What follows belongs to an exercise in optimizing a design on an open flow for small area and a short achievable clock period; a production flow would make more cautious choices.
Function was checked by simulation only, so behaviour that the tests miss may differ from the original.

==> flow/design.v (outline; a module is shown in full before it is edited, if it fits) <==
// module fullchip: 18 lines
// module core: 57 lines
// module mac_array: 42 lines
// module mac_col: 83 lines
// module mac_s1: 1376 lines
// module mac_s2: 137 lines
// module ofifo: 19 lines
// module fifo_depth16: 37 lines
// module fifo_mux_8_1: 10 lines
// module fifo_mux_2_1: 8 lines
// module sram_w16: 19 lines
module fullchip (clk, mem_in, inst, reset, out);
  // ...
==> flow/flow/run.sh <==
#!/bin/bash
set -euo pipefail
sed '1s/-noshare/-noshare -noabc/' synth_recipe.tcl > my_synth.tcl
MARGIN=$(cat flow/margin.txt)
bash standard.sh SYNTH_SCRIPT=$PWD/my_synth.tcl SETUP_SLACK_MARGIN=$MARGIN finish > flow_make.log 2>&1
==> flow/flow/margin.txt <==
7.4
==> flow/standard.sh <==
#!/bin/bash
# synth_recipe.tcl (not shown) runs the flow's synth.tcl, then flattens the netlist and writes it again
# the make line also repeats each setting of config.mk as NAME=value (left out here)
make -C /OpenROAD-flow-scripts/flow DESIGN_CONFIG=/design/flow/config.mk WORK_HOME=/design/flow/orfs CLKGATE_MAP_FILE= SYNTH_SCRIPT=/design/flow/synth_recipe.tcl "${@:-finish}"
==> flow/config.mk <==
export PLATFORM = sky130hd
export DESIGN_NAME = fullchip
export DESIGN_NICKNAME = fullchip
export VERILOG_FILES = /design/flow/design.v
export SDC_FILE = /design/flow/constraint.sdc
export NUM_CORES = 4
export LEC_CHECK = 0
export ABC_AREA = 1
export CAP_MARGIN = 20
export CORE_MARGIN = 2
export CORE_UTILIZATION = 60
export CTS_CLUSTER_SIZE = 30
export PLACE_DENSITY = 0.72
export SLEW_MARGIN = 20
==> flow/constraint.sdc <==
create_clock -name core_clock -period 12.0 [get_ports {clk}]
set_input_delay 2.4000 -clock core_clock [delete_from_list [all_inputs] [get_ports {clk}]]
set_output_delay 2.4000 -clock core_clock [all_outputs]
set_load 0.01 [all_outputs]
==> flow_summary_export.csv, run 1 <==
group,metric,value,unit
setup_path,worstPathCellList,"buf_12, buf_4, nand2_1, nand2_1, clkinvlp_4, buf_4, buf_4, nor2_1, fa_1, fa_1, fa_1, fa_1, fa_1",
yosys,synth_top_family_by_area,"adder cells",
cells_and_area,antenna_cells,48,
drt,route.detailed.vias_per_inst,5.990,
clocking,clock_tree.buffer_depth,4,
global_routing,global_route.overflow_total,0,
drt,post_drt_wl_per_cell,29.87,um
status,outcome,"timing/DRC/antenna clean",
worst_hold_path,min_delay_path_depth,0,
clocking,cts.repair_timing.setup_buffer_count,275,
worst_hold_path,hold_path_end,"core_instance.mac_array_instance.inst_d[2][1]",
worst_hold_path,worstHoldPathType,"reg -> reg",
sta,max_freq,212.3,MHz
cells_and_area,multi_input_area_share,41.11,%
sta,post-route-period-util,39.26,%
yosys,synth_adder_area_share,28.27,%
floorplanning,die_outline_area,0.5320,mm^2
job,max-cap-violations,0,
drt,dr.first_iter.drc_count,26000,
setup_path,worstSetupStartpointType,"flop",
placement,detailed_place_hpwl,766.8,mm
floorplanning,core-area,0.5245,mm^2
cells_and_area,final_core_util,67.67,%
setup_path,crit_buf_inv,5,
setup_path,critical_path_required,12.98,ns
sta,fin_setup_tns,0,ns
global_routing,grt_use_total,39.31,%
cells_and_area,final_net_count,32200,
global_routing,grt_busiest_layer,"met2",
cells_and_area,final_cells,35030,
setup_path,timing.critical_path.slowest_stage_cell,"sky130_fd_sc_hd__fa_1",
cells_and_area,final_layout_size_suffix_gt1_share,9.841,%
sta,fin_skew,0.08338,ns
floorplanning,well_tap_cell_count,6968,
cells_and_area,layout.clock_buffers,790,
sta,finalHoldViolations,0,
placement,place_congestion,1.044,
sta,timing.final.max_slew_violations,0,
drt,drt-met1-wl,386.8,mm
==> run 2, diff against run 1 <==
==> flow/flow/margin.txt (replaced) <==
7.5
--- a/flow/config.mk
+++ b/flow/config.mk
@@ -12,3 +12,4 @@
 export CTS_CLUSTER_SIZE = 30
 export PLACE_DENSITY = 0.72
 export SLEW_MARGIN = 20
+export TNS_END_PERCENT = 5
==> flow_summary_export.csv, run 2 <==
group,metric,value,unit
floorplanning,fp.dieW,729.4,um
yosys,post_synth_inst_count,26470,
cells_and_area,final_layout_size_suffix_gt1_share,10.46,%
worst_hold_path,min-delay-start,"core_instance.mac_array_instance.inst_d[1][1]",
placement,placed_instance_area,0.3277,mm^2
drt,drt_pass1_iterations,8,
floorplanning,ioPinCount,243,
floorplanning,die_outline_area,0.5320,mm^2
setup_path,timing.reg2reg.setup_slack,7.24,ns
clocking,clock-sinks,5708,
setup_path,critPathKind,"reg -> out",
cells_and_area,syn_to_final_growth,12.76,%
setup_path,worstPathMaxFanout,1,
yosys,yosys.cell_types.count,42,
worst_hold_path,worstHoldPathType,"reg -> reg",
drt,dr.first_iter.drc_count,24710,
floorplanning,core-area,0.5245,mm^2
global_routing,grt_max_degree,181,
setup_path,path_delay_family,"flip-flops",
sta,worst_pin_slew,1.314,ns
sta,finalWorstSetupSlack,7.130,ns
global_routing,grt_use_total,39.44,%
yosys,synth-warning-count,14,
setup_path,critical_path_required,9.60,ns
sta,timing.final.crit_period,4.870,ns
setup_path,timing.critical_path.slowest_stage_cell,"sky130_fd_sc_hd__edfxtp_1",
yosys,largest_area_contributor_in_the_synthesized_netlist,"sky130_fd_sc_hd__edfxtp_1",
clocking,clock_insertion_delay_worst_skew,1.15,ns
drt,via_count,209800,
clocking,htree_num_levels,6,
global_routing,global_route.overflow_total,0,
setup_path,critical_path.endpoint_type,"primary output",
setup_path,worstPathCellList,"clkdlybuf4s50_1",
global_routing,grt_first_pass_wirelength,1484,mm
floorplanning,die_height,729.4,um
placement,place_worst_setup_slack,4.961,ns
cells_and_area,reg_top3,"core_instance.ofifo_inst.col_idx.fifo_instance.entry.data (1216), core_instance.psum_mem_instance.word.memory (1216), core_instance.mac_array_instance.col_idx.mac_col_inst.prod_q (784)",
setup_path,cpPeakStageDelay,0.72,ns
placement,place_congestion,1.046,
sta,fin_skew,0.1080,ns
sta,max_freq,205.3,MHz
setup_path,crit_buf_inv,1,
global_routing,grt_antenna_before_repair,56,
yosys,postSynth.topFlopCell,"sky130_fd_sc_hd__edfxtp_1",
floorplanning,row_count,266,
placement,detailed_place_hpwl,775.8,mm
yosys,post_synth_most_frequent_cells,"sky130_fd_sc_hd__nor2_1 (5427), sky130_fd_sc_hd__edfxtp_1 (4248), sky130_fd_sc_hd__fa_1 (4230)",
cells_and_area,commonest_non_fill_non_tap_cell_in_the_layout,"sky130_fd_sc_hd__nor2_1",
sta,finalHoldViolations,0,
drt,route.detailed.vias_per_inst,5.983,
drt,postRouteWirelength,1058,mm
drt,remaining_drc_errors,0,
yosys,register_area_share_after_synthesis,49.87,%
setup_path,worstSetupStartpointType,"flop",
setup_path,r2r_cells,15,
clocking,cts_tree,"built",
cells_and_area,final_net_count,32230,
yosys,synthesis.nets,31150,
clocking,tritoncts_buffer_count,595,
cells_and_area,final_design_area_no_fill,0.3560,mm^2
clocking,clkSlewWorstSetupHoldPaths,0.06,ns
yosys,yosys_register_bits,5708,
sta,fin_setup_tns,0,ns
global_routing,via_count_of_the_first_global_routing_pass,210500,
sta,post-route-period-util,40.59,%
worst_hold_path,min_delay_path_depth,0,
clocking,clock_tree.buffer_depth,4,
yosys,syn-cell-area,0.3157,mm^2
yosys,yosys-top-cells-area,"sky130_fd_sc_hd__edfxtp_1 (40%), sky130_fd_sc_hd__fa_1 (27%), sky130_fd_sc_hd__dfxtp_1 (8.4%), sky130_fd_sc_hd__nor2_1 (6.5%), sky130_fd_sc_hd__inv_1 (3.7%)",
yosys,synth_edf_count,4248,
floorplanning,initial_utilization,60.19,%
sta,unrepaired_setup_endpoints_after_global_routing,"yes",
cells_and_area,final_cell_mix,"sky130_fd_sc_hd__nor2_1 (5379), sky130_fd_sc_hd__edfxtp_1 (4248), sky130_fd_sc_hd__fa_1 (3989)",
sta,setup_violations,0,
yosys,top_count_cell_post_synth,"sky130_fd_sc_hd__nor2_1",
placement,number_of_buffer_cells_added_on_primary_ports,240,
yosys,synthArstFlopShare,2.260,%
job,max-cap-violations,0,
setup_path,worstPathArrival,2.47,ns
drt,ant_nets,0,
yosys,synthDominantCellAreaShare,40.40,%
cells_and_area,fill_count,38210,
status,outcome,"timing/DRC/antenna clean",
drt,post_drt_wl_per_cell,30.19,um
yosys,syn_area_per_cell,11.93,um^2
clocking,clk_root_buffer_cell,"sky130_fd_sc_hd__clkbuf_16",
worst_hold_path,hold_path_end,"core_instance.mac_array_instance.inst_d[2][1]",
sta,timing.final.max_slew_violations,0,
sta,worst_slew_margin_rel,11.47,%
run 2: cell counts after synthesis:
Identical to the previous run, type by type.
run 2: what timing repair did:
item / CTS / global route
setup buffers: 154 / 379
pin swaps: 84 / 170
resized for setup: 474 / 649
hold buffers: 0 / 0
setup endpoints to repair: 2055 / 1799
gates cloned: 14 / 33
run 2: cell families (layout without fill, tap and decap cells):
logic type / count (synthesis) / in the layout / share of synthesized area, %
simple gates: 9497 / 9502 / 11.81
mux: 98 / 98 / 0.3495
compound gates: 2547 / 2547 / 4.550
other cells: 0 / 58 / 0
flops: 5708 / 5708 / 49.87
buf+inv: 3872 / 5439 / 4.742
fa+ha+maj: 4597 / 4597 / 28.27
xor+xnor: 147 / 147 / 0.4078
run 2: worst max-delay path by stage:
| stage | startpoint | end | slack, ns | cells past startpoint |
|---|---|---|---|---|
| 2_1_floorplan | inst[10] | core_instance.psum_mem_instance.word[0].memory[0] | 3.97 | 4 |
| 3_3_place_gp | inst[10] | core_instance.psum_mem_instance.word[2].memory[81] | 4.99 | 7 |
| 3_5_place_dp | inst[10] | core_instance.psum_mem_instance.word[2].memory[80] | 4.96 | 7 |
| 4_1_cts | flop | flop | 7.03 | 11 |
| 5_1_grt | reset | flop | 7.10 | 6 |
| 6_report | core_instance.psum_mem_instance.Q[112] | out[117] | 7.13 | 1 |
run 2: stage by stage:
step / hold slack (ns) / utilization (%) / cells
global placement: 0.3354 / 62.44 / 33340
floorplan: 0.3312 / - / 26470
detailed placement: 0.3405 / 62.47 / 33340
CTS: 0.3552 / 66.81 / 34590
finish: 0.3507 / 67.88 / 35060
global route: 0.3534 / 67.85 / 35020
run 2: final cells by class:
type                    instances  area (um^2)  area share [%]
clock buffers                 778        16380           4.600
repair inverters                2        17.52        0.004920
multi-input cells           16890       146500           41.16
inverters                    3163        12280           3.450
flip-flops and latches       5708       157500           44.23
clock inverters               306         3214          0.9028
diodes                         58        145.1         0.04077
repair buffers               1190        11260           3.163
well taps                    6968         8718           2.449
run 2: routing by layer:
layer,up-vias,global-route usage [%],routed length (um)
met2,12630,58.03,461700
met4,40,21.56,73400
li1,87920,-,-
met5,-,0,271
met1,106700,53.32,394300
met3,2549,11.66,128800
==> run 3, diff against run 2 <==
==> flow/flow/margin.txt (replaced) <==
7.4
--- a/flow/config.mk
+++ b/flow/config.mk
@@ -9,7 +9,7 @@
 export CAP_MARGIN = 20
 export CORE_MARGIN = 2
 export CORE_UTILIZATION = 60
+export CTS_BUF_LIST = sky130_fd_sc_hd__clkbuf_8 sky130_fd_sc_hd__clkbuf_16
 export CTS_CLUSTER_SIZE = 30
 export PLACE_DENSITY = 0.72
 export SLEW_MARGIN = 20
-export TNS_END_PERCENT = 5
==> flow_summary_export.csv, run 3 <==
group,metric,value,unit
status,outcome,"timing/DRC/antenna clean",
placement,number_of_buffer_cells_added_on_primary_ports,240,
clocking,clock_tree.buffer_depth,4,
drt,ant_nets,0,
yosys,synth-warning-count,14,
sta,timing.final.crit_period,4.693,ns
drt,dr.first_iter.drc_count,25940,
sta,worst_slew_margin_rel,18.13,%
placement,place_congestion,1.044,
clocking,post_cts_hold_buffer_count,0,
global_routing,via_count_of_the_first_global_routing_pass,210800,
sta,worst_hold_slack,0.3586,ns
setup_path,critPathKind,"reg -> reg",
yosys,yosys.cell_types.count,42,
cells_and_area,commonest_non_fill_non_tap_cell_in_the_layout,"sky130_fd_sc_hd__nor2_1",
drt,remaining_drc_errors,0,
global_routing,grt_antenna_before_repair,59,
sta,max_freq,213.1,MHz
worst_hold_path,worstHoldPathType,"reg -> reg",
sta,fin_setup_tns,0,ns
yosys,synth_edf_count,4248,
yosys,postSynth.topFlopCell,"sky130_fd_sc_hd__edfxtp_1",
yosys,synthDominantCellAreaShare,40.40,%
clocking,clock-sinks,5708,
cells_and_area,final_layout_size_suffix_gt1_share,9.838,%
global_routing,grt_first_pass_wirelength,1480,mm
sta,worst_pin_slew,1.228,ns
floorplanning,fp.dieW,729.4,um
sta,setup_violations,0,
drt,via_count,209800,
setup_path,worstPathArrival,5.68,ns
setup_path,critical_path.endpoint_type,"flop",
drt,postRouteWirelength,1046,mm
clocking,tritoncts_buffer_count,587,
yosys,post_synth_most_frequent_cells,"sky130_fd_sc_hd__nor2_1 (5427), sky130_fd_sc_hd__edfxtp_1 (4248), sky130_fd_sc_hd__fa_1 (4230)",
placement,dp.cells,33360,
drt,drt_pass1_iterations,6,
clocking,clock_insertion_delay_worst_skew,1.15,ns
sta,finalHoldViolations,0,
cells_and_area,reg_top3,"core_instance.ofifo_inst.col_idx.fifo_instance.entry.data (1216), core_instance.psum_mem_instance.word.memory (1216), core_instance.mac_array_instance.col_idx.mac_col_inst.prod_q (784)",
global_routing,global_route.overflow_total,0,
yosys,syn_area_per_cell,11.93,um^2
sta,unrepaired_setup_endpoints_after_global_routing,"yes",
floorplanning,die_height,729.4,um
floorplanning,row_count,266,
clocking,clkSlewWorstSetupHoldPaths,0.07,ns
clocking,clk_root_buffer_cell,"sky130_fd_sc_hd__clkbuf_16",
clocking,htree_num_levels,6,
yosys,yosys_register_bits,5708,
floorplanning,ioPinCount,243,
drt,route.detailed.vias_per_inst,5.989,
setup_path,worstPathMaxFanout,11,
clocking,cts_tree,"built",
drt,post_drt_wl_per_cell,29.86,um
placement,detailed_place_hpwl,766.8,mm
setup_path,critical_path_required,12.99,ns
job,max-cap-violations,0,
cells_and_area,final_net_count,32200,
placement,placed_instance_area,0.3276,mm^2
floorplanning,core-area,0.5245,mm^2
sta,timing.final.max_slew_violations,0,
global_routing,grt_max_degree,187,
sta,post-route-period-util,39.11,%
cells_and_area,final_cells,35030,
cells_and_area,syn_to_final_growth,12.42,%
sta,fin_skew,0.08537,ns
setup_path,worstSetupStartpointType,"flop",
yosys,post_synth_inst_count,26470,
yosys,synthArstFlopShare,2.260,%
yosys,synthesis.nets,31150,
floorplanning,die_outline_area,0.5320,mm^2
cells_and_area,final_design_area_no_fill,0.3550,mm^2
yosys,register_area_share_after_synthesis,49.87,%
yosys,syn-cell-area,0.3157,mm^2
global_routing,grt_use_total,39.31,%
cells_and_area,final_cell_mix,"sky130_fd_sc_hd__nor2_1 (5384), sky130_fd_sc_hd__edfxtp_1 (4248), sky130_fd_sc_hd__fa_1 (4060)",
yosys,yosys-top-cells-area,"sky130_fd_sc_hd__edfxtp_1 (40%), sky130_fd_sc_hd__fa_1 (27%), sky130_fd_sc_hd__dfxtp_1 (8.4%), sky130_fd_sc_hd__nor2_1 (6.5%), sky130_fd_sc_hd__inv_1 (3.7%)",
yosys,largest_area_contributor_in_the_synthesized_netlist,"sky130_fd_sc_hd__edfxtp_1",
cells_and_area,final_core_util,67.67,%
cells_and_area,fill_count,38560,
yosys,top_count_cell_post_synth,"sky130_fd_sc_hd__nor2_1",
floorplanning,initial_utilization,60.19,%
## run 3: cell counts after synthesis
Identical to the previous run, type by type.
## run 3: cell families after synthesis
group	synth area share, %
XOR/XNOR	0.4078
adder cells (fa/ha/maj)	28.27
AO/OA/AOI/OAI	4.550
buffers and inverters	4.742
AND/OR/NAND/NOR	11.81
multiplexers	0.3495
flip-flops	49.87
## run 3: critical path, stage by stage, from the launching register on
cell and delay, ns:
sky130_fd_sc_hd__dfrtp_2 0.55, sky130_fd_sc_hd__buf_12 0.21, sky130_fd_sc_hd__buf_4 0.15, sky130_fd_sc_hd__nand2_1 0.05, sky130_fd_sc_hd__nand2_1 0.16, sky130_fd_sc_hd__clkinvlp_4 0.23
sky130_fd_sc_hd__buf_4 0.20, sky130_fd_sc_hd__buf_4 0.16, sky130_fd_sc_hd__nor2_1 0.14, sky130_fd_sc_hd__fa_1 0.44, sky130_fd_sc_hd__fa_1 0.54, sky130_fd_sc_hd__fa_1 0.53
sky130_fd_sc_hd__fa_1 0.65, sky130_fd_sc_hd__fa_1 0.52
## run 3: cell type report
cell class / count / area, um^2 / share of cell area (%)
flip-flops and latches: 5708 / 157500 / 44.37
multi-input cells: 16890 / 145900 / 41.11
clock buffers: 629 / 15420 / 4.346
inverters: 3163 / 12420 / 3.499
repair buffers: 1165 / 10790 / 3.039
well taps: 6968 / 8718 / 2.456
clock inverters: 455 / 4043 / 1.139
diodes: 50 / 125.1 / 0.03525
repair inverters: 3 / 26.28 / 0.007402
## run 3: final timing paths
kind | from | endpoint | slack [ns] | depth (start not counted)
min reg2reg | flop | flop | 0.36 | 0
max | flop | flop | 7.31 | 13
min | flop | flop | 0.36 | 0
max reg2reg | flop | flop | 7.31 | 13
max in group asynchronous | reset | asynchronous set/reset pin | 8.90 | 3
min in group asynchronous | reset | asynchronous set/reset pin | 1.92 | 2
## run 3: per-stage QoR
stage	setup slack, ns
2_1_floorplan	3.970
3_3_place_gp	5.052
3_5_place_dp	4.974
4_1_cts	7.363
5_1_grt	7.269
6_report	7.307
## run 3: repair_timing
action	in CTS	in global routing
buffers inserted	275	219
endpoints found under the setup margin	1519	536
pin swaps	94	114
gates cloned	19	21
resized for setup	558	494
## run 3: metal layers
| metal | share of wire [%] | vias to the layer above | track usage [%] |
|---|---|---|---|
| met5 | 0.093 | - | 0.2812 |
| met4 | 6.1 | 42 | 19.59 |
| li1 | - | 87880 | - |
| met3 | 13 | 2461 | 12.46 |
| met2 | 44 | 13190 | 58.21 |
| met1 | 37 | 106200 | 53.00 |
==> run 4, diff against run 3 <==
==> flow/flow/margin.txt (replaced) <==
7.2
==> flow/config.mk (replaced) <==
export PLATFORM = sky130hd
export DESIGN_NAME = fullchip
export DESIGN_NICKNAME = fullchip
export VERILOG_FILES = /design/flow/design.v
export SDC_FILE = /design/flow/constraint.sdc
export NUM_CORES = 4
export LEC_CHECK = 0
export ABC_AREA = 1
export CAP_MARGIN = 20
export CORE_MARGIN = 2
export CORE_UTILIZATION = 45
export PLACE_DENSITY = 0.6
export SLEW_MARGIN = 20
==> flow_summary_export.csv, run 4 <==
group,metric,value,unit
status,outcome,"timing/DRC/antenna clean",
worst_hold_path,min_delay_path_depth,0,
clocking,tritoncts_buffer_count,612,
drt,drt-met1-wl,430.3,mm
global_routing,grt_first_pass_wirelength,1508,mm
clocking,clock_tree.buffer_depth,4,
sta,unrepaired_setup_endpoints_after_global_routing,"yes",
drt,remaining_drc_errors,0,
yosys,yosys_register_bits,5708,
clocking,clock_insertion_delay_worst_skew,1.13,ns
setup_path,cpPeakStageDelay,0.54,ns
yosys,post_synth_most_frequent_cells,"sky130_fd_sc_hd__nor2_1 (5427), sky130_fd_sc_hd__edfxtp_1 (4248), sky130_fd_sc_hd__fa_1 (4230)",
drt,routed.top_layer,"met5",
sta,fin_skew,0.08014,ns
setup_path,cpMostUsedCell,"sky130_fd_sc_hd__fa_1",
global_routing,via_count_of_the_first_global_routing_pass,207700,
drt,detailroute.wirelength.met3,102.5,mm
sta,timing.final.crit_period,4.825,ns
cells_and_area,final_core_util,50.77,%
cells_and_area,final_cell_mix,"sky130_fd_sc_hd__nor2_1 (5394), sky130_fd_sc_hd__edfxtp_1 (4248), sky130_fd_sc_hd__fa_1 (4171)",
cells_and_area,reg_top3,"core_instance.ofifo_inst.col_idx.fifo_instance.entry.data (1216), core_instance.psum_mem_instance.word.memory (1216), core_instance.mac_array_instance.col_idx.mac_col_inst.prod_q (784)",
sta,worst_slew_margin_rel,12.39,%
setup_path,critical_path.endpoint_type,"flop",
setup_path,critPathKind,"reg -> reg",
global_routing,grt_use_total,29.79,%
setup_path,r2r_cells,12,
floorplanning,initial_utilization,45.16,%
yosys,largest_area_contributor_in_the_synthesized_netlist,"sky130_fd_sc_hd__edfxtp_1",
job,max-cap-violations,0,
drt,ant_nets,0,
setup_path,worstPathCellList,"buf_16, buf_16, nand2_1, nand2_4, clkinvlp_4, nor2_2, fa_2, fa_2, fa_1, fa_1, fa_1, fa_1",
floorplanning,ioPinCount,243,
drt,post_drt_wl_per_cell,28.59,um
floorplanning,core-area,0.6991,mm^2
clocking,clkSlewWorstSetupHoldPaths,0.07,ns
sta,worst_pin_slew,1.314,ns
yosys,synthesis.nets,31150,
drt,dr.first_iter.drc_count,22930,
yosys,synth_edf_count,4248,
clocking,post_cts_hold_buffer_count,0,
floorplanning,die_outline_area,0.7083,mm^2
cells_and_area,final_layout_size_suffix_gt1_share,7.917,%
clocking,htree_num_levels,6,
floorplanning,row_count,307,
yosys,synthDominantCellAreaShare,40.40,%
drt,drt_pass1_iterations,8,
yosys,register_area_share_after_synthesis,49.87,%
setup_path,worstSetupStartpointType,"flop",
setup_path,worstPathArrival,5.75,ns
cells_and_area,fill_count,61120,
sta,post-route-period-util,40.21,%
drt,route.detailed.vias_per_inst,5.511,
global_routing,grt_max_degree,136,
yosys,synthArstFlopShare,2.260,%
setup_path,critical_path_required,12.92,ns
sta,setup_violations,0,
cells_and_area,syn_to_final_growth,12.42,%
clocking,cts_tree,"built",
sta,finalWorstSetupSlack,7.175,ns
setup_path,worstPathMaxFanout,29,
yosys,syn-cell-area,0.3157,mm^2
clocking,clk_root_buffer_cell,"sky130_fd_sc_hd__clkbuf_16",
yosys,synth-warning-count,14,
setup_path,timing.reg2reg.setup_slack,7.18,ns
drt,via_count,204400,
placement,place_congestion,1.043,
sta,finalHoldViolations,0,
setup_path,timing.critical_path.slowest_stage_cell,"sky130_fd_sc_hd__dfrtp_4",
global_routing,global_route.overflow_total,0,
worst_hold_path,min-delay-start,"core_instance.mac_array_instance.inst_d[1][1]",
worst_hold_path,worstHoldPathType,"reg -> reg",
placement,detailed_place_hpwl,792.5,mm
clocking,clock-sinks,5708,
yosys,top_count_cell_post_synth,"sky130_fd_sc_hd__nor2_1",
worst_hold_path,hold_path_end,"core_instance.mac_array_instance.inst_d[2][1]",
placement,place_worst_setup_slack,4.668,ns
cells_and_area,final_net_count,31940,
cells_and_area,commonest_non_fill_non_tap_cell_in_the_layout,"sky130_fd_sc_hd__nor2_1",
global_routing,grt_antenna_before_repair,60,
yosys,post_synth_inst_count,26470,
floorplanning,die_height,841.6,um
yosys,syn_area_per_cell,11.93,um^2
sta,max_freq,207.3,MHz
yosys,postSynth.topFlopCell,"sky130_fd_sc_hd__edfxtp_1",
drt,postRouteWirelength,1060,mm
sta,fin_setup_tns,0,ns
placement,number_of_buffer_cells_added_on_primary_ports,240,
sta,timing.final.max_slew_violations,0,
drt,met2_wirelength,470.6,mm
yosys,yosys.cell_types.count,42,
yosys,yosys-top-cells-area,"sky130_fd_sc_hd__edfxtp_1 (40%), sky130_fd_sc_hd__fa_1 (27%), sky130_fd_sc_hd__dfxtp_1 (8.4%), sky130_fd_sc_hd__nor2_1 (6.5%), sky130_fd_sc_hd__inv_1 (3.7%)",
floorplanning,fp.dieW,841.6,um
## run 4: cell counts after synthesis
Identical to the previous run, type by type.
## run 4: timing repair
action                                  4_1_cts  5_1_grt
setup buffers                                95      125
gates resized for setup                     337      216
pin swaps                                    35       70
cloned                                       10        5
endpoints found under the setup margin     1022      459
## run 4: final cells by class
type / instances / area, um^2 / area share, %
antenna: 49 / 122.6 / 0.03455
sequential: 5708 / 157500 / 44.37
timing repair buffer: 883 / 8103 / 2.283
inverter: 3163 / 12170 / 3.429
tap: 9270 / 11600 / 3.268
multi-input combinational: 16890 / 145400 / 40.96
timing repair inverter: 5 / 61.31 / 0.01727
clock buffer: 821 / 16880 / 4.757
clock inverter: 309 / 3133 / 0.8827
## run 4: worst max path at each step
| stage | slack, ns | startpoint | depth (start not counted) | to |
|---|---|---|---|---|
| after floorplan | 3.97 | inst[10] | 4 | core_instance.psum_mem_instance.word[0].memory[0] |
| after global placement | 4.73 | inst[10] | 6 | core_instance.psum_mem_instance.word[7].memory[84] |
| after detailed placement | 4.67 | inst[10] | 6 | core_instance.psum_mem_instance.word[7].memory[79] |
| after CTS | 7.13 | flop | 13 | flop |
| after global routing | 7.16 | flop | 13 | flop |
| final | 7.18 | flop | 12 | flop |
## run 4: kinds of logic (layout without fill, tap and decap cells)
group                    after synthesis  after routing  share of synthesized area [%]
XOR/XNOR                             147            147                         0.4078
buffers and inverters               3872           5181                          4.742
other                                  0             49                              0
adder cells (fa/ha/maj)             4597           4597                          28.27
AND/OR/NAND/NOR                     9497           9499                          11.81
multiplexers                          98             98                         0.3495
flip-flops                          5708           5708                          49.87
AO/OA/AOI/OAI                       2547           2547                          4.550
## run 4: metal layers
| metal | vias to the layer above | track usage, % |
|---|---|---|
| met3 | 1914 | 7.339 |
| met5 | - | 0 |
| met2 | 9540 | 45.28 |
| met1 | 105600 | 41.02 |
| li1 | 87360 | - |
| met4 | 40 | 12.85 |
## run 4: per-stage QoR
step | cells | instance area, um^2 | hold WS [ns]
final | 37100 | 354900 | 0.3774
after global routing | 37060 | 354800 | 0.3880
after CTS | 36910 | 352900 | 0.3739
after detailed placement | 35680 | 330700 | 0.3577
after global placement | 35670 | 330600 | 0.3413
after floorplan | 26470 | 315900 | 0.3312
## run 4: critical path, delay by kind of cell, from the launching register on
family	cells	cell delay [ns]
flip-flops	1	0.54
AND/OR/NAND/NOR	3	0.52
buffers and inverters	3	0.64
adder cells (fa/ha/maj)	6	2.87

==> static timing again, ports no longer ideal <==
Ports are ideal in the flow. The routed layouts listed here were re-timed in OpenROAD. Step 1 (the two cells are an assumption about what drives the block):
set clk [get_ports {clk}]
set_driving_cell -lib_cell sky130_fd_sc_hd__clkbuf_16 $clk
set_driving_cell -lib_cell sky130_fd_sc_hd__buf_2 [delete_from_list [all_inputs] $clk]
Step 2 moves the port delays by t, midway between the first and last clock arrival at a register: inputs arrive t later, outputs are due t later. That takes back most of the time a late clock gives input paths. Three values: no drivers, after step 1, after step 2; two values: the first two.
| run | shift t [ns] | slack for setup (ns) | hold slack, ns | worst slew at a driven data input, ns | cell pins on the clock port's net |
|---|---|---|---|---|---|
| run 1 | 1.259 | 7.289 / 7.219 / 6.208 | 0.356 / 0.356 / 0.356 | 0.19 | 1 |
| run 2 | 1.235 | 7.130 / 6.989 / 6.010 | 0.351 / 0.351 / 0.351 | 0.19 | 1 |
| run 3 | 1.264 | 7.307 / 7.223 / 6.223 | 0.359 / 0.359 / 0.359 | 0.17 | 1 |
| run 4 | 1.217 | 7.175 / 7.115 / 6.095 | 0.377 / 0.377 / 0.377 | 0.20 | 1 |
After both steps every run listed still meets setup and hold. The setup slack of run 2, which loses most, moves by -0.141 ns with the drivers and by -1.120 ns with both steps.
